Background: an optimization exercise with open tools, aiming at small area and a short achievable clock period. Do not read the settings as production practice. The RTL was checked by simulation tests, not by an equivalence proof against the original design.

==> flow/design.v (outline; a module is shown in full before it is edited, if it fits) <==
// module mul_add: 2054 lines
// module lzc128: 40 lines
// module fmac_pre: 66 lines
// module fmac_mid: 133 lines
// module fmac_post: 33 lines
// module fmac_top: 69 lines
module fmac_top
  (
   input  logic        clk,
   input  logic [31:0] a,
   input  logic [31:0] b,
   input  logic [31:0] c,
   input  logic [1:0]  rm,
   output logic [31:0] result,
   output logic        of,
   output logic        uf,
   output logic        nx,
   output logic        iv
   );
  // ...
==> flow/flow/run.sh <==
#!/bin/bash
# Standard synthesis and layout (standard.sh), with timing repair asked to
# leave a setup margin so that the design is sized for a short achieved period.
# The SDC (clock period, I/O delays) is the standard flow's, unchanged.
set -euo pipefail
MARGIN=$(cat flow/margin.txt)
bash standard.sh synth > synth.log 2>&1
bash standard.sh SETUP_SLACK_MARGIN=$MARGIN finish > layout.log 2>&1
==> flow/flow/margin.txt <==
16
==> flow/standard.sh <==
#!/bin/bash
# synth_recipe.tcl (not shown) runs the flow's synth.tcl, then flattens the netlist and writes it again
# the make line also repeats each setting of config.mk as NAME=value (left out here)
make -C /OpenROAD-flow-scripts/flow DESIGN_CONFIG=/design/flow/config.mk WORK_HOME=/design/flow/orfs CLKGATE_MAP_FILE= SYNTH_SCRIPT=/design/flow/synth_recipe.tcl "${@:-finish}"
==> flow/config.mk <==
export PLATFORM = sky130hd
export DESIGN_NAME = fmac_top
export DESIGN_NICKNAME = fmac_top
export VERILOG_FILES = /design/flow/design.v
export SDC_FILE = /design/flow/constraint.sdc
export NUM_CORES = 4
export LEC_CHECK = 0
export CAP_MARGIN = 20
export CORE_MARGIN = 2
export CORE_UTILIZATION = 40
export SLEW_MARGIN = 20
==> flow/constraint.sdc <==
create_clock -name core_clock -period 26.0 [get_ports {clk}]
set_input_delay 5.2000 -clock core_clock [delete_from_list [all_inputs] [get_ports {clk}]]
set_output_delay 5.2000 -clock core_clock [all_outputs]
set_load 0.01 [all_outputs]
==> results.sh, run 1 <==
export IMPL_status="finished clean"
export IMPL_hold_class="reg -> reg"
export IMPL_worst_pin_slew_ns=1.19
export IMPL_htreeDepth=4
export IMPL_reg2reg_slack_ns=15.71
export IMPL_ant_nets=0
export IMPL_multi_input_area_share=0.745
export IMPL_final_core_util=0.483
export IMPL_clockRootBuffer="clkbuf_16"
export IMPL_worstPathArrival_ns=10.65
export IMPL_routedWlPerCell_um=28.6
export IMPL_critPathCaptureType="flop"
export IMPL_nNonClkInverters=624
export IMPL_final_common_cell="inv_1"
export IMPL_ys_ff_latch=160
export IMPL_first_global_vias=38675
export IMPL_grt_pass1_wl_um=267000
export IMPL_clkSinkCount=160
export IMPL_cts_buffer_depth=2
export IMPL_vias_per_cell=6.30
export IMPL_seqCellArea_um2=3230
export IMPL_yosysTopAreaCell="fa_1"
export IMPL_wl_met3_um=19800
export IMPL_grt_busiest_layer="met2"
export IMPL_ys_top_cells_by_area="fa_1, xnor2_1, dfxtp_1"
export IMPL_cts_resized_gates=452
export IMPL_hold_buffers=0
export IMPL_finalCritPeriodShare=0.396
export IMPL_hpwl_um=140000
export IMPL_crit_path_end="up_q[5]$_SDFF_PP0_"
export IMPL_layout_common_cells="inv_1, xnor2_1, nand2_1"
export IMPL_dp_cells=6222
export IMPL_synth_distinct_cells=109
export IMPL_maxCapViolCount=0
export IMPL_multi_input_area_um2=35300
export IMPL_design_core_area_um2=98100
export IMPL_startpoint="sft_q[0]$_SDFF_PP1_"
export IMPL_wl_met1_um=74800
export IMPL_rr_endpoint="up_q[5]$_SDFF_PP0_"
export IMPL_ys_warn_count=5
export IMPL_clkbuf_count=19
==> run 2, diff against run 1 <==
==> flow/flow/margin.txt (replaced) <==
17
--- a/flow/config.mk
+++ b/flow/config.mk
@@ -6,4 +6,5 @@
 export NUM_CORES = 4
 export LEC_CHECK = 0
+export ABC_AREA = 1
 export CAP_MARGIN = 20
 export CORE_MARGIN = 2
==> results.sh, run 2 <==
export IMPL_synth_edf_count=0
export IMPL_min_from="rm_q[0]$_DFF_P_"
export IMPL_first_global_vias=42057
export IMPL_worstPathArrival_ns=4.23
export IMPL_routedWlPerCell_um=25.1
export IMPL_vias_per_cell=5.91
export IMPL_clockRootBuffer="clkbuf_16"
export IMPL_yosysTopAreaCellShare=0.162
export IMPL_reg2reg_slack_ns=16.68
export IMPL_final_max_slew_viol_count=0
export IMPL_drtIter0Drc=6341
export IMPL_status="finished clean"
export IMPL_area_delta_synth_final_pct=22.5
export IMPL_htreeDepth=4
export IMPL_die_width_um=319
export IMPL_ys_warn_count=5
export IMPL_diodes=0
export IMPL_multi_input_area_um2=33700
export IMPL_die_h_um=319
export IMPL_grt_remaining_overflow=0
export IMPL_rows=115
export IMPL_path_max_fanout=3
export IMPL_syn_avg_cell_area_um2=6.47
export IMPL_rr_worst_depth=43
export IMPL_min_period_ns=9.43
export IMPL_place_congestion=1.05
export IMPL_worstPathBufferInverterCount=21
export IMPL_max_slew_margin=0.196
export IMPL_ioPinCount=135
export IMPL_critPathCaptureType="output port"
export IMPL_setup_viol=0
export IMPL_worst_pin_slew_ns=1.20
export IMPL_final_layout_size_suffix_gt1_frac=0.173
export IMPL_synth_common_cells="nand2_1, inv_1, nand3_1"
export IMPL_hpwl_um=143000
export IMPL_fin_worst_skew_ns=0.0320
export IMPL_port_buffers=134
export IMPL_design_core_area_um2=98300
export IMPL_finalCritPeriodShare=0.363
export IMPL_setup_tns_ns=0
export IMPL_seqCellArea_um2=3290
export IMPL_placed_area_um2=41900
export IMPL_synth_cells=6128
export IMPL_synth_area_um2=39700
export IMPL_clkSinkCount=160
export IMPL_cts_clk_slew_worst_paths_ns=0.10
export IMPL_cts_tree="built"
export IMPL_grt_use_total=0.365
export IMPL_antenna_found_initial=5
export IMPL_nNetsFinal=7068
export IMPL_yosysTopAreaCell="fa_1"
export IMPL_path_delay_family="buffers and inverters"
export IMPL_start_util=0.403
export IMPL_whs_path_depth=0
export IMPL_cts_buffers=17
export IMPL_nFillCells=9895
export IMPL_hold_class="reg -> reg"
export IMPL_rr_endpoint="up_q[4]$_SDFF_PP0_"
export IMPL_cts_buffer_depth=2
export IMPL_final_design_area_no_fill_um2=48600
export IMPL_fmax_mhz=106
export IMPL_grt_pass1_wl_um=278000
export IMPL_hold_slack_ns=0.325
export IMPL_firstDrtPassIters=8
export IMPL_synth_most_common_cell="nand2_1"
export IMPL_worstSetupPathType="reg -> out"
export IMPL_ys_top_cells_by_area="fa_1, nand2_1, xor2_1"
export IMPL_final_common_cell="nand2_1"
export IMPL_max_stage_delay_ns=0.39
export IMPL_layout_common_cells="nand2_1, inv_1, nand3_1"
export IMPL_worstSkewPairLatency_ns=0.52
export IMPL_synth_distinct_cells=75
export IMPL_maxCapViolCount=0
export IMPL_syn_nets=6787
export IMPL_ant_nets=0
export IMPL_cpMostUsedCell="buf_4"
export IMPL_async_reset_ff_frac=0
export IMPL_ys_ff_latch=160
export IMPL_grt_max_degree=63
export IMPL_hold_buffers=0
export IMPL_routed_via_count=45542
export IMPL_startpoint="st_q$_SDFF_PP0_"
export IMPL_drc_errors=0
export IMPL_rsz0062_at_grt="yes"
export IMPL_required_ns=20.80
export IMPL_design_die_area_um2=102000
export IMPL_holdPathEnd="rm2_q[0]$_DFF_P_"
export IMPL_rr_startpoint="ng_q[7]$_DFF_P_"
export IMPL_ys_flop_type="dfxtp_1"
export IMPL_crit_path_start_kind="flop"
export IMPL_hold_viol_final=0
export IMPL_wl_um=193000
export IMPL_reg_top3="ma_q (24), mb_q (24), up_q (24)"
export IMPL_synth_seq_area_share=0.0808
export IMPL_cp_slowest_cell="dfxtp_2"
-- run 2: metrics by stage --
stage / setup WS, ns / util / std cells
6_report: 16.57 / 0.494 / 7709
5_1_grt: 16.30 / 0.494 / 7709
4_1_cts: 16.70 / 0.474 / 7634
3_5_place_dp: 13.21 / 0.427 / 7340
3_3_place_gp: 13.23 / 0.427 / 7340
2_1_floorplan: 17.01 / - / 6128
-- run 2: how the worst max path moves through the flow --
stage | endpoint | slack, ns | cells past startpoint
6_report | result[3] | 16.57 | 27
5_1_grt | st_q$_SDFF_PP0_ | 16.30 | 60
4_1_cts | result[30] | 16.70 | 27
3_5_place_dp | up_q[20]$_SDFF_PP0_ | 13.21 | 51
3_3_place_gp | up_q[13]$_SDFF_PP0_ | 13.23 | 51
2_1_floorplan | result[30] | 17.01 | 27
-- run 2: cell type report --
class | count | area share
multi-input cells | 4643 | 0.694
repair buffers | 519 | 0.104
inverters | 1051 | 0.0860
flip-flops and latches | 160 | 0.0677
well taps | 1287 | 0.0332
clock buffers | 17 | 0.00876
clock inverters | 15 | 0.00392
repair inverters | 17 | 0.00242
-- run 2: routing by layer --
| layer | vias to the layer above | global-route usage | wire, um |
|---|---|---|---|
| li1 | 20440 | - | - |
| met1 | 21429 | 0.480 | 76200 |
| met2 | 2984 | 0.540 | 80200 |
| met3 | 679 | 0.0885 | 22100 |
| met4 | 10 | 0.217 | 14600 |
| met5 | - | 0 | 50 |
-- run 2: repair_timing --
action,4_1_cts,5_1_grt
pin swaps,100,130
setup buffers,230,69
endpoints found under the setup margin,61,66
gates cloned,32,6
resized for setup,536,357
-- run 2: logic make-up after synthesis --
family                     Yosys count  share of synthesized area
and+or+nand+nor                   2612                      0.292
xor gates and xnor gates           512                      0.113
adders and majority gates          560                      0.237
DFF                                160                     0.0808
buffers and inverters             1333                      0.132
AOI/OAI and AO/OA                  944                      0.142
muxes                                7                    0.00199
==> run 3, diff against run 2 <==
==> flow/flow/margin.txt (replaced) <==
18
==> results.sh, run 3 <==
export IMPL_ioPinCount=135
export IMPL_synth_cells=6128
export IMPL_design_core_area_um2=98300
export IMPL_port_buffers=134
export IMPL_whs_path_depth=0
export IMPL_layout_common_cells="nand2_1, inv_1, nand3_1"
export IMPL_status="finished clean"
export IMPL_cts_buffer_depth=2
export IMPL_max_slew_margin=0.195
export IMPL_nFillCells=9628
export IMPL_syn_avg_cell_area_um2=6.47
export IMPL_rows=115
export IMPL_grt_use_total=0.373
export IMPL_synthMuxAreaShare=0.00199
export IMPL_wl_met3_um=23900
export IMPL_worstPathArrival_ns=4.11
export IMPL_drtIter0Drc=6705
export IMPL_place_congestion=1.06
export IMPL_reg_top3="ma_q (24), mb_q (24), up_q (24)"
export IMPL_setup_tns_ns=0
export IMPL_synth_xor_area_frac=0.113
export IMPL_cts_tree="built"
export IMPL_cts_buffers=17
export IMPL_instances_no_fill=7813
export IMPL_hold_class="reg -> reg"
export IMPL_worst_pin_slew_ns=1.20
export IMPL_finalCritPeriodShare=0.358
export IMPL_yosys_area_share_simple=0.292
export IMPL_final_common_cell="nand2_1"
export IMPL_area_delta_synth_final_pct=27.0
export IMPL_maxCapViolCount=0
export IMPL_synthAdderAreaFrac=0.237
export IMPL_ant_nets=0
export IMPL_die_h_um=319
export IMPL_setup_viol=0
export IMPL_wl_met1_um=76500
export IMPL_ys_top_cells_by_area="fa_1, nand2_1, xor2_1"
export IMPL_fin_worst_skew_ns=0.0240
export IMPL_rr_worst_depth=49
export IMPL_crit_path_start_kind="flop"
export IMPL_cpMostUsedCell="nor2_4"
export IMPL_antenna_found_initial=4
export IMPL_dr_max_layer_used="met5"
export IMPL_synth_area_um2=39700
export IMPL_design_die_area_um2=102000
export IMPL_required_ns=20.80
export IMPL_nNetsFinal=7172
export IMPL_grt_max_degree=63
export IMPL_dp_cells=7326
export IMPL_firstDrtPassIters=9
export IMPL_holdPathEnd="rm2_q[0]$_DFF_P_"
export IMPL_synth_compound_area_frac=0.142
export IMPL_synth_seq_area_share=0.0808
export IMPL_syn_nets=6787
export IMPL_min_period_ns=9.31
export IMPL_grt_pass1_wl_um=284000
export IMPL_reg2reg_slack_ns=16.70
export IMPL_routedWlPerCell_um=25.5
export IMPL_die_width_um=319
export IMPL_start_util=0.403
export IMPL_routed_via_count=46482
export IMPL_ys_ff_latch=160
export IMPL_yosysTopAreaCellShare=0.162
export IMPL_clkSinkCount=160
export IMPL_rr_endpoint="up_q[18]$_SDFF_PP0_"
export IMPL_worstSkewPairLatency_ns=0.53
export IMPL_clockRootBuffer="clkbuf_16"
export IMPL_grt_remaining_overflow=0
export IMPL_dr_wl_met2_um=83000
export IMPL_fmax_mhz=107
export IMPL_rr_startpoint="mb_q[23]$_DFF_P_"
export IMPL_synth_distinct_cells=75
export IMPL_wl_um=199000
export IMPL_synth_top_family_by_area="simple AND/OR/NAND/NOR gates"
export IMPL_path_max_fanout=3
export IMPL_ys_flop_type="dfxtp_1"
export IMPL_yosysTopAreaCell="fa_1"
export IMPL_critPathCaptureType="output port"
export IMPL_final_max_slew_viol_count=0
export IMPL_hpwl_um=145000
export IMPL_hold_buffers=0
export IMPL_synth_common_cells="nand2_1, inv_1, nand3_1"
export IMPL_drc_errors=0
export IMPL_synth_edf_count=0
export IMPL_async_reset_ff_frac=0
export IMPL_cp_slowest_cell="dfxtp_2"
export IMPL_hold_viol_final=0
export IMPL_final_layout_size_suffix_gt1_frac=0.213
export IMPL_worstSetupPathType="reg -> out"
export IMPL_cts_clk_slew_worst_paths_ns=0.08
export IMPL_final_core_util=0.512
export IMPL_rsz0062_at_grt="yes"
export IMPL_ys_warn_count=5
export IMPL_synth_most_common_cell="nand2_1"
export IMPL_first_global_vias=43117
export IMPL_diodes=0
export IMPL_min_from="rm_q[0]$_DFF_P_"
export IMPL_max_stage_delay_ns=0.35
export IMPL_vias_per_cell=5.95
export IMPL_htreeDepth=4
run 3: per-layer routing:
layer  track usage  up-vias
met5             0        -
met3        0.0966      807
met4         0.234        8
met1         0.479    21847
li1              -    20621
met2         0.557     3199
run 3: what timing repair did:
action	CTS	global route
setup buffers	318	83
gates resized for setup	694	390
endpoints found under the setup margin	77	75
gates cloned	48	6
pin swaps	173	151
run 3: area by class of cell:
type                            instances  area (um^2)  share of cell area
Multi-Input combinational cell       4647        34500               0.686
Sequential cell                       160         3290              0.0654
Timing Repair inverter                 26          179             0.00355
Tap cell                             1287         1610              0.0320
Inverter                             1051         4210              0.0837
Timing Repair Buffer                  610         5910               0.117
Clock buffer                           19          453             0.00900
Clock inverter                         13          169             0.00336
run 3: logic make-up (layout without fill, tap and decap cells):
family,after synthesis,after routing
AOI/OAI and AO/OA,944,944
DFF,160,160
adders and majority gates,560,560
muxes,7,7
and+or+nand+nor,2612,2624
xor gates and xnor gates,512,512
buffers and inverters,1333,1719
run 3: how the worst max path moves through the flow:
stage / from / end / cells past startpoint
floorplan: lo_q[1]$_SDFF_PP0_ / result[30] / 27
global placement: sft_q[0]$_SDFF_PP1_ / up_q[12]$_SDFF_PP0_ / 54
detailed placement: sft_q[3]$_SDFF_PP1_ / up_q[12]$_SDFF_PP0_ / 51
CTS: lo_q[0]$_SDFF_PP0_ / result[30] / 28
global route: sft_q[0]$_SDFF_PP1_ / up_q[18]$_SDFF_PP0_ / 54
finish: rm2_q[1]$_DFF_P_ / result[29] / 27
run 3: critical path: cells and delay by family (launching register included):
kind	cells	cell delay [ns]
AND/OR/NAND/NOR	21	2.49
buffers and inverters	4	0.46
flip-flops	1	0.35
XOR/XNOR	1	0.16
AO/OA/AOI/OAI	1	0.13
run 3: per-stage QoR:
stage / setup WS (ns) / hold WS (ns) / cell area, um^2
final: 16.69 / 0.318 / 50300
after global routing: 16.48 / 0.325 / 50300
after CTS: 16.89 / 0.322 / 48200
after detailed placement: 14.31 / 0.312 / 42100
after global placement: 14.44 / 0.313 / 42100
after floorplan: 17.21 / 0.310 / 40100
==> run 4, diff against run 3 <==
==> flow/flow/margin.txt (replaced) <==
17
--- a/flow/config.mk
+++ b/flow/config.mk
@@ -11,2 +11,3 @@
 export CORE_UTILIZATION = 40
 export SLEW_MARGIN = 20
+export TNS_END_PERCENT = 0
==> results.sh, run 4 <==
export IMPL_yosysTopAreaCellShare=0.162
export IMPL_hpwl_um=141000
export IMPL_first_global_vias=41341
export IMPL_critPathCaptureType="output port"
export IMPL_final_max_slew_viol_count=0
export IMPL_worstPathBufferInverterCount=11
export IMPL_yosysTopAreaCell="fa_1"
export IMPL_hold_buffers=0
export IMPL_path_delay_family="buffers and inverters"
export IMPL_hold_viol_final=0
export IMPL_syn_nets=6787
export IMPL_port_buffers=134
export IMPL_cpMostUsedCell="buf_4"
export IMPL_setup_viol=0
export IMPL_design_die_area_um2=102000
export IMPL_maxCapViolCount=0
export IMPL_ys_ff_latch=160
export IMPL_fmax_mhz=108
export IMPL_worstPathArrival_ns=4.06
export IMPL_synth_most_common_cell="nand2_1"
export IMPL_setup_tns_ns=0
export IMPL_ys_flop_type="dfxtp_1"
export IMPL_fin_worst_skew_ns=0.0208
export IMPL_routedWlPerCell_um=24.8
export IMPL_synth_seq_area_share=0.0808
export IMPL_vias_per_cell=5.89
export IMPL_start_util=0.403
export IMPL_use_met3=0.0894
export IMPL_final_layout_size_suffix_gt1_frac=0.152
export IMPL_synth_common_cells="nand2_1, inv_1, nand3_1"
export IMPL_crit_path_start_kind="flop"
export IMPL_cts_buffers=17
export IMPL_layout_common_cells="nand2_1, inv_1, nand3_1"
export IMPL_syn_avg_cell_area_um2=6.47
export IMPL_ant_nets=0
export IMPL_place_congestion=1.04
export IMPL_reg_top3="ma_q (24), mb_q (24), up_q (24)"
export IMPL_max_slew_margin=0.178
export IMPL_die_width_um=319
export IMPL_cp_slowest_cell="clkdlybuf4s50_1"
export IMPL_instances_no_fill=7654
export IMPL_worst_pin_slew_ns=1.23
export IMPL_status="finished clean"
export IMPL_rows=115
export IMPL_area_delta_synth_final_pct=20.5
export IMPL_worstSkewPairLatency_ns=0.52
export IMPL_min_period_ns=9.26
export IMPL_ys_top_cells_by_area="fa_1, nand2_1, xor2_1"
export IMPL_reg2reg_slack_ns=16.86
export IMPL_final_design_area_no_fill_um2=47800
export IMPL_max_stage_delay_ns=0.54
export IMPL_wl_um=190000
export IMPL_drc_errors=0
export IMPL_globalRouteMet1Util=0.462
export IMPL_final_common_cell="nand2_1"
export IMPL_worstSetupPathType="reg -> out"
export IMPL_grt_pass1_wl_um=270000
export IMPL_grt_max_degree=63
export IMPL_nNetsFinal=7012
export IMPL_cts_buffer_depth=2
export IMPL_rsz0062_at_grt="yes"
export IMPL_antenna_found_initial=2
export IMPL_path_max_fanout=3
export IMPL_routed_via_count=45048
export IMPL_grt_busiest_layer="met2"
export IMPL_synth_cells=6128
export IMPL_synth_edf_count=0
export IMPL_synth_area_um2=39700
export IMPL_finalCritPeriodShare=0.356
export IMPL_placed_area_um2=41900
export IMPL_design_core_area_um2=98300
export IMPL_cts_clk_slew_worst_paths_ns=0.07
export IMPL_dp_cells=7337
export IMPL_grt_use_total=0.355
export IMPL_clockRootBuffer="clkbuf_16"
export IMPL_clkSinkCount=160
export IMPL_grt_remaining_overflow=0
export IMPL_die_h_um=319
export IMPL_ys_warn_count=5
export IMPL_cts_tree="built"
export IMPL_use_met2=0.532
export IMPL_hold_class="reg -> reg"
export IMPL_firstDrtPassIters=7
export IMPL_drtIter0Drc=6005
export IMPL_ioPinCount=135
export IMPL_htreeDepth=4
export IMPL_async_reset_ff_frac=0
export IMPL_required_ns=20.80
export IMPL_synth_distinct_cells=75
run 4: cell counts after synthesis:
Identical to the previous run, type by type.
run 4: logic make-up after synthesis:
logic type | after synthesis | share of synthesized area
xor gates and xnor gates | 512 | 0.113
muxes | 7 | 0.00199
DFF | 160 | 0.0808
AOI/OAI and AO/OA | 944 | 0.142
adders and majority gates | 560 | 0.237
buffers and inverters | 1333 | 0.132
and+or+nand+nor | 2612 | 0.292
run 4: worst register-to-register path: cells and delay by family (launching register included):
kind	cells	cell delay, ns
buf+inv	15	1.68
flops	1	0.34
simple gates	15	2.27
xor+xnor	2	0.39
fa+ha+maj	7	2.90
compound gates	10	1.43
run 4: path summary, 6_finish.rpt:
| check | startpoint | endpoint | cells after the start |
|---|---|---|---|
| worst max-delay path | lo_q[0]$_SDFF_PP0_ | result[16] | 26 |
| worst min-delay path | rm_q[1]$_DFF_P_ | rm2_q[1]$_DFF_P_ | 0 |
| worst max register to register | mb_q[23]$_DFF_P_ | up_q[6]$_SDFF_PP0_ | 49 |
| worst min register to register | rm_q[1]$_DFF_P_ | rm2_q[1]$_DFF_P_ | 0 |
run 4: cell type report:
class	count	area [um^2]
inverter	1051	4210
timing repair inverter	22	160
antenna	1	2.50
multi-input combinational	4645	33300
clock inverter	13	184
timing repair buffer	456	4580
tap	1287	1610
sequential	160	3320
clock buffer	19	443
fill	10016	50500
run 4: metal layers:
layer	part of all wire	vias up
li1	-	20316
met1	0.39	21163
met2	0.42	2915
met3	0.12	652
met4	0.072	2
met5	0.00022	-
run 4: timing repair:
action,in CTS,in global routing
pin swaps,56,144
resized for setup,373,380
endpoints found under the setup margin,62,62
setup buffers,155,83
cloned,36,10
run 4: through the flow:
step                hold WS (ns)   util  setup WS [ns]
floorplan                  0.310      -          16.98
global placement           0.319  0.426          13.96
detailed placement         0.316  0.426          13.91
CTS                        0.331  0.463          16.76
global route               0.338  0.486          16.55
finish                     0.330  0.486          16.74
==> run 5, diff against run 4 <==
==> flow/flow/margin.txt (replaced) <==
16
==> results.sh, run 5 <==
export IMPL_status="finished clean"
export IMPL_ioPinCount=135
export IMPL_worst_pin_slew_ns=1.18
export IMPL_synth_area_um2=39700
export IMPL_start_util=0.403
export IMPL_grt_pass1_wl_um=263000
export IMPL_worstSkewPairLatency_ns=0.53
export IMPL_max_stage_delay_ns=0.57
export IMPL_setup_tns_ns=0
export IMPL_wl_um=182000
export IMPL_cts_buffers=17
export IMPL_antenna_found_initial=2
export IMPL_multi_input_area_um2=31800
export IMPL_nFillCells=10377
export IMPL_hold_slack_ns=0.332
export IMPL_drtIter0Drc=5673
export IMPL_firstDrtPassIters=7
export IMPL_vias_per_cell=5.84
export IMPL_worstSetupPathType="reg -> reg"
export IMPL_min_period_ns=9.93
export IMPL_fin_worst_skew_ns=0.0352
export IMPL_routedWlPerCell_um=24.4
export IMPL_setup_viol=0
export IMPL_grt_max_degree=69
export IMPL_hold_class="reg -> reg"
export IMPL_ys_flop_type="dfxtp_1"
export IMPL_rsz0062_at_grt="yes"
export IMPL_seqCellArea_um2=3230
export IMPL_die_width_um=319
export IMPL_fmax_mhz=101
export IMPL_async_reset_ff_frac=0
export IMPL_cts_tree="built"
export IMPL_ant_nets=0
export IMPL_hpwl_um=143000
export IMPL_cpMostUsedCell="nand2_1"
export IMPL_synth_cells=6128
export IMPL_startpoint="mb_q[23]$_DFF_P_"
export IMPL_final_max_slew_viol_count=0
export IMPL_crit_path_start_kind="flop"
export IMPL_max_slew_margin=0.205
export IMPL_first_global_vias=40112
export IMPL_ys_warn_count=5
export IMPL_critPathCaptureType="flop"
export IMPL_diodes=0
export IMPL_min_from="rm_q[1]$_DFF_P_"
export IMPL_htreeDepth=4
export IMPL_path_max_fanout=38
export IMPL_die_h_um=319
export IMPL_syn_avg_cell_area_um2=6.47
export IMPL_synth_seq_area_share=0.0808
export IMPL_final_layout_size_suffix_gt1_frac=0.0817
export IMPL_synth_most_common_cell="nand2_1"
export IMPL_syn_nets=6787
export IMPL_layout_common_cells="nand2_1, inv_1, nand3_1"
export IMPL_ys_top_cells_by_area="fa_1, nand2_1, xor2_1"
export IMPL_area_delta_synth_final_pct=11.5
export IMPL_maxCapViolCount=0
export IMPL_design_core_area_um2=98300
export IMPL_routed_via_count=43669
export IMPL_yosysTopAreaCellShare=0.162
export IMPL_hold_buffers=0
export IMPL_ys_ff_latch=160
export IMPL_worstPathArrival_ns=10.33
export IMPL_finalCritPeriodShare=0.382
export IMPL_required_ns=26.40
export IMPL_clockRootBuffer="clkbuf_16"
export IMPL_port_buffers=134
export IMPL_drc_errors=0
export IMPL_nNetsFinal=6838
export IMPL_synth_common_cells="nand2_1, inv_1, nand3_1"
export IMPL_synth_edf_count=0
export IMPL_reg_top3="ma_q (24), mb_q (24), up_q (24)"
export IMPL_design_die_area_um2=102000
export IMPL_synth_distinct_cells=75
export IMPL_final_common_cell="nand2_1"
export IMPL_cts_buffer_depth=2
export IMPL_yosysTopAreaCell="fa_1"
export IMPL_rows=115
export IMPL_grt_remaining_overflow=0
export IMPL_hold_viol_final=0
export IMPL_cp_slowest_cell="fa_1"
export IMPL_cts_clk_slew_worst_paths_ns=0.08
export IMPL_clkSinkCount=160
export IMPL_rr_startpoint="mb_q[23]$_DFF_P_"
export IMPL_reg2reg_slack_ns=16.07
export IMPL_grt_use_total=0.344
export IMPL_place_congestion=1.08
## run 5: cell counts after synthesis
Identical to the previous run, type by type.
## run 5: what timing repair did
item                                    4_1_cts  5_1_grt
gates resized for setup                     106      110
endpoints found under the setup margin       47       48
buffers inserted                             21       54
pin swaps                                     5       18
cloned                                        8       15
## run 5: final cells by class
cell class	count	share of cell area
Clock buffer	17	0.00962
Clock inverter	15	0.00393
Inverter	1051	0.0921
Multi-Input combinational cell	4640	0.719
Sequential cell	160	0.0730
Tap cell	1287	0.0364
Timing Repair Buffer	293	0.0636
Timing Repair inverter	16	0.00226
## run 5: final timing paths
| kind | endpoint | cells after the start |
|---|---|---|
| max reg2reg | up_q[20]$_SDFF_PP0_ | 47 |
| min | rm2_q[1]$_DFF_P_ | 0 |
| max | up_q[20]$_SDFF_PP0_ | 47 |
| min reg2reg | rm2_q[1]$_DFF_P_ | 0 |
## run 5: routing by layer
layer	global-route usage	wire, um
met3	0.0739	19700
met2	0.516	75700
met5	0	24
met4	0.186	12600
met1	0.459	74200
## run 5: logic make-up (layout without fill, tap and decap cells)
logic type,after synthesis,after routing,synth area share
AND/OR/NAND/NOR,2612,2617,0.292
buffers and inverters,1333,1392,0.132
AO/OA/AOI/OAI,944,944,0.142
adder cells (fa/ha/maj),560,560,0.237
XOR/XNOR,512,512,0.113
flip-flops,160,160,0.0808
multiplexers,7,7,0.00199
## run 5: critical path: cells and delay by family, from the launching register on
kind,cells,cell delay (ns)
xor+xnor,2,0.40
fa+ha+maj,7,3.07
simple gates,18,2.14
compound gates,7,1.64
buf+inv,13,2.12
flops,1,0.34
## run 5: through the flow
stage	worst slack, ns	std cells	utilization	instance area [um^2]
final	16.07	7479	0.450	44200
after global routing	15.66	7479	0.450	44200
after CTS	15.77	7410	0.440	43200
after detailed placement	13.14	7349	0.427	42000
after global placement	13.16	7349	0.427	42000
after floorplan	16.37	6128	-	39700
==> run 6, diff against run 5 <==
==> flow/flow/margin.txt (replaced) <==
15
==> results.sh, run 6 <==
export IMPL_synth_most_common_cell="nand2_1"
export IMPL_post_place_ws_ns=13.14
export IMPL_required_ns=26.44
export IMPL_clkSinkCount=160
export IMPL_wl_um=180000
export IMPL_routedWlPerCell_um=24.2
export IMPL_yosysTopAreaCellShare=0.162
export IMPL_worstSkewPairLatency_ns=0.53
export IMPL_instances_no_fill=7427
export IMPL_grt_pass1_wl_um=260000
export IMPL_cts_buffers=17
export IMPL_die_h_um=319
export IMPL_max_stage_delay_ns=0.59
export IMPL_synth_edf_count=0
export IMPL_setup_tns_ns=0
export IMPL_grt_remaining_overflow=0
export IMPL_cpMostUsedCell="nand2_1"
export IMPL_design_die_area_um2=102000
export IMPL_fin_worst_skew_ns=0.0356
export IMPL_antenna_found_initial=1
export IMPL_crit_path_start_kind="flop"
export IMPL_final_layout_size_suffix_gt1_frac=0.0648
export IMPL_async_reset_ff_frac=0
export IMPL_cp_slowest_cell="fa_1"
export IMPL_design_core_area_um2=98300
export IMPL_clockRootBuffer="clkbuf_16"
export IMPL_cts_tree="built"
export IMPL_grt_max_degree=69
export IMPL_final_max_slew_viol_count=0
export IMPL_setup_viol=0
export IMPL_dp_cells=7349
export IMPL_min_period_ns=10.54
export IMPL_rows=115
export IMPL_max_slew_margin=0.236
export IMPL_nNetsFinal=6784
export IMPL_layout_common_cells="nand2_1, inv_1, nand3_1"
export IMPL_htreeDepth=4
export IMPL_syn_avg_cell_area_um2=6.47
export IMPL_reg_top3="ma_q (24), mb_q (24), up_q (24)"
export IMPL_start_util=0.403
export IMPL_grt_use_total=0.339
export IMPL_die_width_um=319
export IMPL_yosysTopAreaCell="fa_1"
export IMPL_syn_nets=6787
export IMPL_worst_pin_slew_ns=1.14
export IMPL_finalCritPeriodShare=0.405
export IMPL_area_delta_synth_final_pct=9.27
export IMPL_synth_common_cells="nand2_1, inv_1, nand3_1"
export IMPL_hold_viol_final=0
export IMPL_worstSetupPathType="reg -> reg"
export IMPL_vias_per_cell=5.83
export IMPL_synth_area_um2=39700
export IMPL_hold_buffers=0
export IMPL_synth_cells=6128
export IMPL_path_max_fanout=32
export IMPL_fmax_mhz=94.9
export IMPL_ys_flop_type="dfxtp_1"
export IMPL_hpwl_um=143000
export IMPL_synth_distinct_cells=75
export IMPL_cts_buffer_depth=2
export IMPL_hold_class="reg -> reg"
export IMPL_rsz0062_at_grt="yes"
export IMPL_routed_via_count=43315
export IMPL_cts_clk_slew_worst_paths_ns=0.10
export IMPL_drtIter0Drc=5520
export IMPL_synth_seq_area_share=0.0808
export IMPL_firstDrtPassIters=7
export IMPL_drc_errors=0
export IMPL_ys_top_cells_by_area="fa_1, nand2_1, xor2_1"
export IMPL_ant_nets=0
export IMPL_worstPathArrival_ns=10.98
export IMPL_ioPinCount=135
export IMPL_status="finished clean"
export IMPL_maxCapViolCount=0
export IMPL_final_common_cell="nand2_1"
export IMPL_first_global_vias=39647
export IMPL_place_congestion=1.08
export IMPL_setup_ws_ns=15.46
export IMPL_ys_warn_count=5
export IMPL_port_buffers=134
export IMPL_critPathCaptureType="flop"
export IMPL_ys_ff_latch=160
## run 6: logic make-up (layout without fill, tap and decap cells)
| kind of cell | Yosys count | count (layout) | share of synthesized area |
|---|---|---|---|
| xor+xnor | 512 | 512 | 0.113 |
| compound gates | 944 | 944 | 0.142 |
| other cells | 0 | 2 | 0 |
| simple gates | 2612 | 2614 | 0.292 |
| buf+inv | 1333 | 1341 | 0.132 |
| fa+ha+maj | 560 | 560 | 0.237 |
| flops | 160 | 160 | 0.0808 |
| mux | 7 | 7 | 0.00199 |
## run 6: worst paths after layout
path                             from               end  slack, ns  cells after the start
hold reg to reg       rm_q[1]$_DFF_P_  rm2_q[1]$_DFF_P_       0.33                      0
setup / recovery  sft_q[1]$_SDFF_PP1_   st_q$_SDFF_PP0_      15.46                     54
hold / removal        rm_q[1]$_DFF_P_  rm2_q[1]$_DFF_P_       0.33                      0
setup reg to reg  sft_q[1]$_SDFF_PP1_   st_q$_SDFF_PP0_      15.46                     54
## run 6: per-stage QoR
step	hold WS [ns]	cell area, um^2	util
3_5_place_dp	0.314	42000	0.427
2_1_floorplan	0.310	39700	-
4_1_cts	0.331	42700	0.434
3_3_place_gp	0.316	42000	0.427
5_1_grt	0.341	43300	0.441
6_report	0.332	43300	0.441
## run 6: layout make-up
| type | instances | area, um^2 |
|---|---|---|
| Antenna cell | 2 | 5.00 |
| Clock buffer | 17 | 425 |
| Clock inverter | 15 | 174 |
| Fill cell | 10449 | 55000 |
| Inverter | 1051 | 4060 |
| Multi-Input combinational cell | 4637 | 31500 |
| Sequential cell | 160 | 3220 |
| Tap cell | 1287 | 1610 |
| Timing Repair Buffer | 247 | 2270 |
| Timing Repair inverter | 11 | 62.6 |
## run 6: per-layer routing
layer  vias up  routed length, um  GRT usage  share of wire
li1      19863                  -          -              -
met1     20315              73400      0.458           0.41
met2      2663              75200      0.512           0.42
met3       472              19400     0.0673           0.11
met4         2              11700      0.176          0.065
met5         -                 11          0       0.000061
## run 6: repair_timing
action                     CTS  global route
gates cloned                 1            12
resized for setup           30            91
pin swaps                    0             3
setup endpoints to repair   38            43
buffers inserted             1            30
## run 6: critical path, delay by kind of cell (launching register included)
kind	cells	cell delay (ns)
adder cells (fa/ha/maj)	5	2.10
buffers and inverters	10	1.48
flip-flops	1	0.32
AND/OR/NAND/NOR	32	4.70
XOR/XNOR	1	0.20
AO/OA/AOI/OAI	6	1.56
==> run 7, diff against run 6 <==
==> flow/flow/margin.txt (replaced) <==
16
--- a/flow/config.mk
+++ b/flow/config.mk
@@ -11,3 +11,2 @@
 export CORE_UTILIZATION = 40
 export SLEW_MARGIN = 20
-export TNS_END_PERCENT = 0
==> results.sh, run 7 <==
export IMPL_reg_top3="ma_q (24), mb_q (24), up_q (24)"
export IMPL_ant_nets=0
export IMPL_cts_buffer_depth=2
export IMPL_async_reset_ff_frac=0
export IMPL_synth_most_common_cell="nand2_1"
export IMPL_synth_cells=6128
export IMPL_hold_slack_ns=0.332
export IMPL_vias_per_cell=5.86
export IMPL_holdPathEnd="rm2_q[1]$_DFF_P_"
export IMPL_rows=115
export IMPL_rr_endpoint="st_q$_SDFF_PP0_"
export IMPL_cp_slowest_cell="fa_1"
export IMPL_first_global_vias=40345
export IMPL_fmax_mhz=104
export IMPL_firstDrtPassIters=12
export IMPL_final_max_slew_viol_count=0
export IMPL_path_delay_family="adder cells"
export IMPL_clkSinkCount=160
export IMPL_synth_area_um2=39700
export IMPL_syn_nets=6787
export IMPL_port_buffers=134
export IMPL_wl_um=184000
export IMPL_hold_class="reg -> reg"
export IMPL_design_die_area_um2=102000
export IMPL_ys_ff_latch=160
export IMPL_cts_buffers=17
export IMPL_area_delta_synth_final_pct=13.3
export IMPL_setup_viol=0
export IMPL_die_h_um=319
export IMPL_worst_pin_slew_ns=1.16
export IMPL_layout_common_cells="nand2_1, inv_1, nand3_1"
export IMPL_routedWlPerCell_um=24.5
export IMPL_rr_startpoint="mb_q[19]$_DFF_P_"
export IMPL_setup_tns_ns=0
export IMPL_fin_worst_skew_ns=0.0358
export IMPL_synth_seq_area_share=0.0808
export IMPL_synth_common_cells="nand2_1, inv_1, nand3_1"
export IMPL_path_max_fanout=32
export IMPL_ys_top_cells_by_area="fa_1, nand2_1, xor2_1"
export IMPL_routed_via_count=44114
export IMPL_hold_buffers=0
export IMPL_ioPinCount=135
export IMPL_cts_tree="built"
export IMPL_rsz0062_at_grt="no"
export IMPL_drtIter0Drc=5909
export IMPL_worstSkewPairLatency_ns=0.53
export IMPL_clockRootBuffer="clkbuf_16"
export IMPL_maxCapViolCount=0
export IMPL_reg2reg_slack_ns=16.36
export IMPL_die_width_um=319
export IMPL_crit_path_start_kind="flop"
export IMPL_max_stage_delay_ns=0.51
export IMPL_htreeDepth=4
export IMPL_design_core_area_um2=98300
export IMPL_hold_viol_final=0
export IMPL_worstPathArrival_ns=10.07
export IMPL_nNetsFinal=6880
export IMPL_rr_worst_depth=51
export IMPL_status="finished clean"
export IMPL_ys_flop_type="dfxtp_1"
export IMPL_critPathCaptureType="flop"
export IMPL_yosysTopAreaCellShare=0.162
export IMPL_worstPathBufferInverterCount=13
export IMPL_start_util=0.403
export IMPL_final_common_cell="nand2_1"
export IMPL_synth_edf_count=0
export IMPL_place_congestion=1.08
export IMPL_yosysTopAreaCell="fa_1"
export IMPL_min_period_ns=9.64
export IMPL_nFillCells=10323
export IMPL_max_slew_margin=0.223
export IMPL_synth_distinct_cells=75
export IMPL_final_layout_size_suffix_gt1_frac=0.0959
export IMPL_hpwl_um=143000
export IMPL_grt_use_total=0.346
export IMPL_cts_clk_slew_worst_paths_ns=0.11
export IMPL_grt_remaining_overflow=0
export IMPL_grt_pass1_wl_um=264000
export IMPL_finalCritPeriodShare=0.371
export IMPL_antenna_found_initial=3
export IMPL_required_ns=26.43
export IMPL_ys_warn_count=5
export IMPL_whs_path_depth=0
export IMPL_syn_avg_cell_area_um2=6.47
export IMPL_worstSetupPathType="reg -> reg"
export IMPL_grt_max_degree=69
export IMPL_min_from="rm_q[1]$_DFF_P_"
export IMPL_drc_errors=0
[run 7: per-stage QoR]
step / worst slack, ns / instances / utilization / area [um^2]
2_1_floorplan: 16.37 / 6128 / - / 39700
3_3_place_gp: 13.16 / 7349 / 0.427 / 42000
3_5_place_dp: 13.14 / 7349 / 0.427 / 42000
4_1_cts: 15.99 / 7433 / 0.442 / 43500
5_1_grt: 15.91 / 7521 / 0.457 / 44900
6_report: 16.36 / 7522 / 0.457 / 44900
[run 7: worst reg2reg max path, delay by kind of cell, from the launching register on]
kind                     cells  cell delay, ns
adder cells (fa/ha/maj)      8            3.27
AND/OR/NAND/NOR             24            3.16
buffers and inverters       13            1.48
AO/OA/AOI/OAI                5            0.96
flip-flops                   1            0.43
XOR/XNOR                     1            0.24
[run 7: area by class of cell]
type                       instances  area, um^2  area share
clock inverter                    15         174     0.00387
timing repair buffer             333        3170      0.0705
clock buffer                      17         425     0.00947
inverter                        1051        4100      0.0912
antenna                            1        2.50   0.0000557
tap                             1287        1610      0.0358
sequential                       160        3240      0.0722
timing repair inverter            18         115     0.00256
multi-input combinational       4640       32100       0.714
[run 7: cells by family after synthesis]
group | count (synthesis) | share of synthesized area
AND/OR/NAND/NOR | 2612 | 0.292
flip-flops | 160 | 0.0808
multiplexers | 7 | 0.00199
XOR/XNOR | 512 | 0.113
buffers and inverters | 1333 | 0.132
adder cells (fa/ha/maj) | 560 | 0.237
AO/OA/AOI/OAI | 944 | 0.142
[run 7: worst max-delay path by stage]
stage                         from             endpoint  slack [ns]  cells after the start
4_1_cts            ng_q[0]$_DFF_P_  up_q[20]$_SDFF_PP0_       15.99                     51
3_3_place_gp   sft_q[2]$_SDFF_PP1_  up_q[13]$_SDFF_PP0_       13.16                     52
6_report          mb_q[19]$_DFF_P_      st_q$_SDFF_PP0_       16.36                     51
5_1_grt           mb_q[19]$_DFF_P_  up_q[21]$_SDFF_PP0_       15.91                     51
3_5_place_dp   sft_q[0]$_SDFF_PP1_  up_q[20]$_SDFF_PP0_       13.14                     53
2_1_floorplan      ng_q[3]$_DFF_P_  up_q[12]$_SDFF_PP0_       16.37                     52
[run 7: repair_timing]
action | in CTS | in global routing
resized for setup | 143 | 191
endpoints found under the hold margin | 0 | 0
pin swaps | 11 | 42
setup buffers | 36 | 77
setup endpoints to repair | 47 | 48
gates cloned | 16 | 11
[run 7: per-layer routing]
| metal | global-route usage | part of all wire |
|---|---|---|
| met4 | 0.190 | 0.070 |
| met5 | 0 | 0.000060 |
| met2 | 0.520 | 0.42 |
| met3 | 0.0744 | 0.11 |
| met1 | 0.461 | 0.40 |

## what the ideal ports hide
The results above use ideal ports. As a check the final layouts listed here were re-extracted and re-timed, cells and wires unchanged. Step 1: set_driving_cell puts a clkbuf_16 on clk and a buf_2 on each other input, an assumption about the parent block. Step 2 times the ports against the registers' clock, not the clock port: input delays grow and output delays shrink by t, the midpoint of the rising clock arrivals with the driver on. Slacks: ideal / step 1 / step 2; pairs: ideal / step 1.
| run | t, ns | setup slack, ns | hold slack, ns | clock arrival spread, ns |
|---|---|---|---|---|
| run 1 | 0.558 | 15.712 / 15.712 / 15.712 | 0.331 / 0.331 / 0.331 | 0.017 / 0.016 |
| run 2 | 0.572 | 16.569 / 16.502 / 16.617 | 0.325 / 0.325 / 0.325 | 0.032 / 0.032 |
| run 3 | 0.587 | 16.687 / 16.612 / 16.699 | 0.318 / 0.318 / 0.318 | 0.032 / 0.033 |
| run 4 | 0.585 | 16.742 / 16.669 / 16.317 | 0.330 / 0.330 / 0.330 | 0.021 / 0.021 |
| run 5 | 0.591 | 16.074 / 16.071 / 15.977 | 0.332 / 0.332 / 0.332 | 0.038 / 0.038 |
| run 6 | 0.590 | 15.463 / 15.463 / 15.463 | 0.332 / 0.332 / 0.332 | 0.040 / 0.040 |
| run 7 | 0.585 | 16.363 / 16.326 / 15.997 | 0.332 / 0.332 / 0.332 | 0.037 / 0.038 |
After both steps setup and hold are still met in every run listed. For run 4, which loses most, drivers alone change the setup slack by -0.073 ns; drivers and shift together by -0.425 ns.
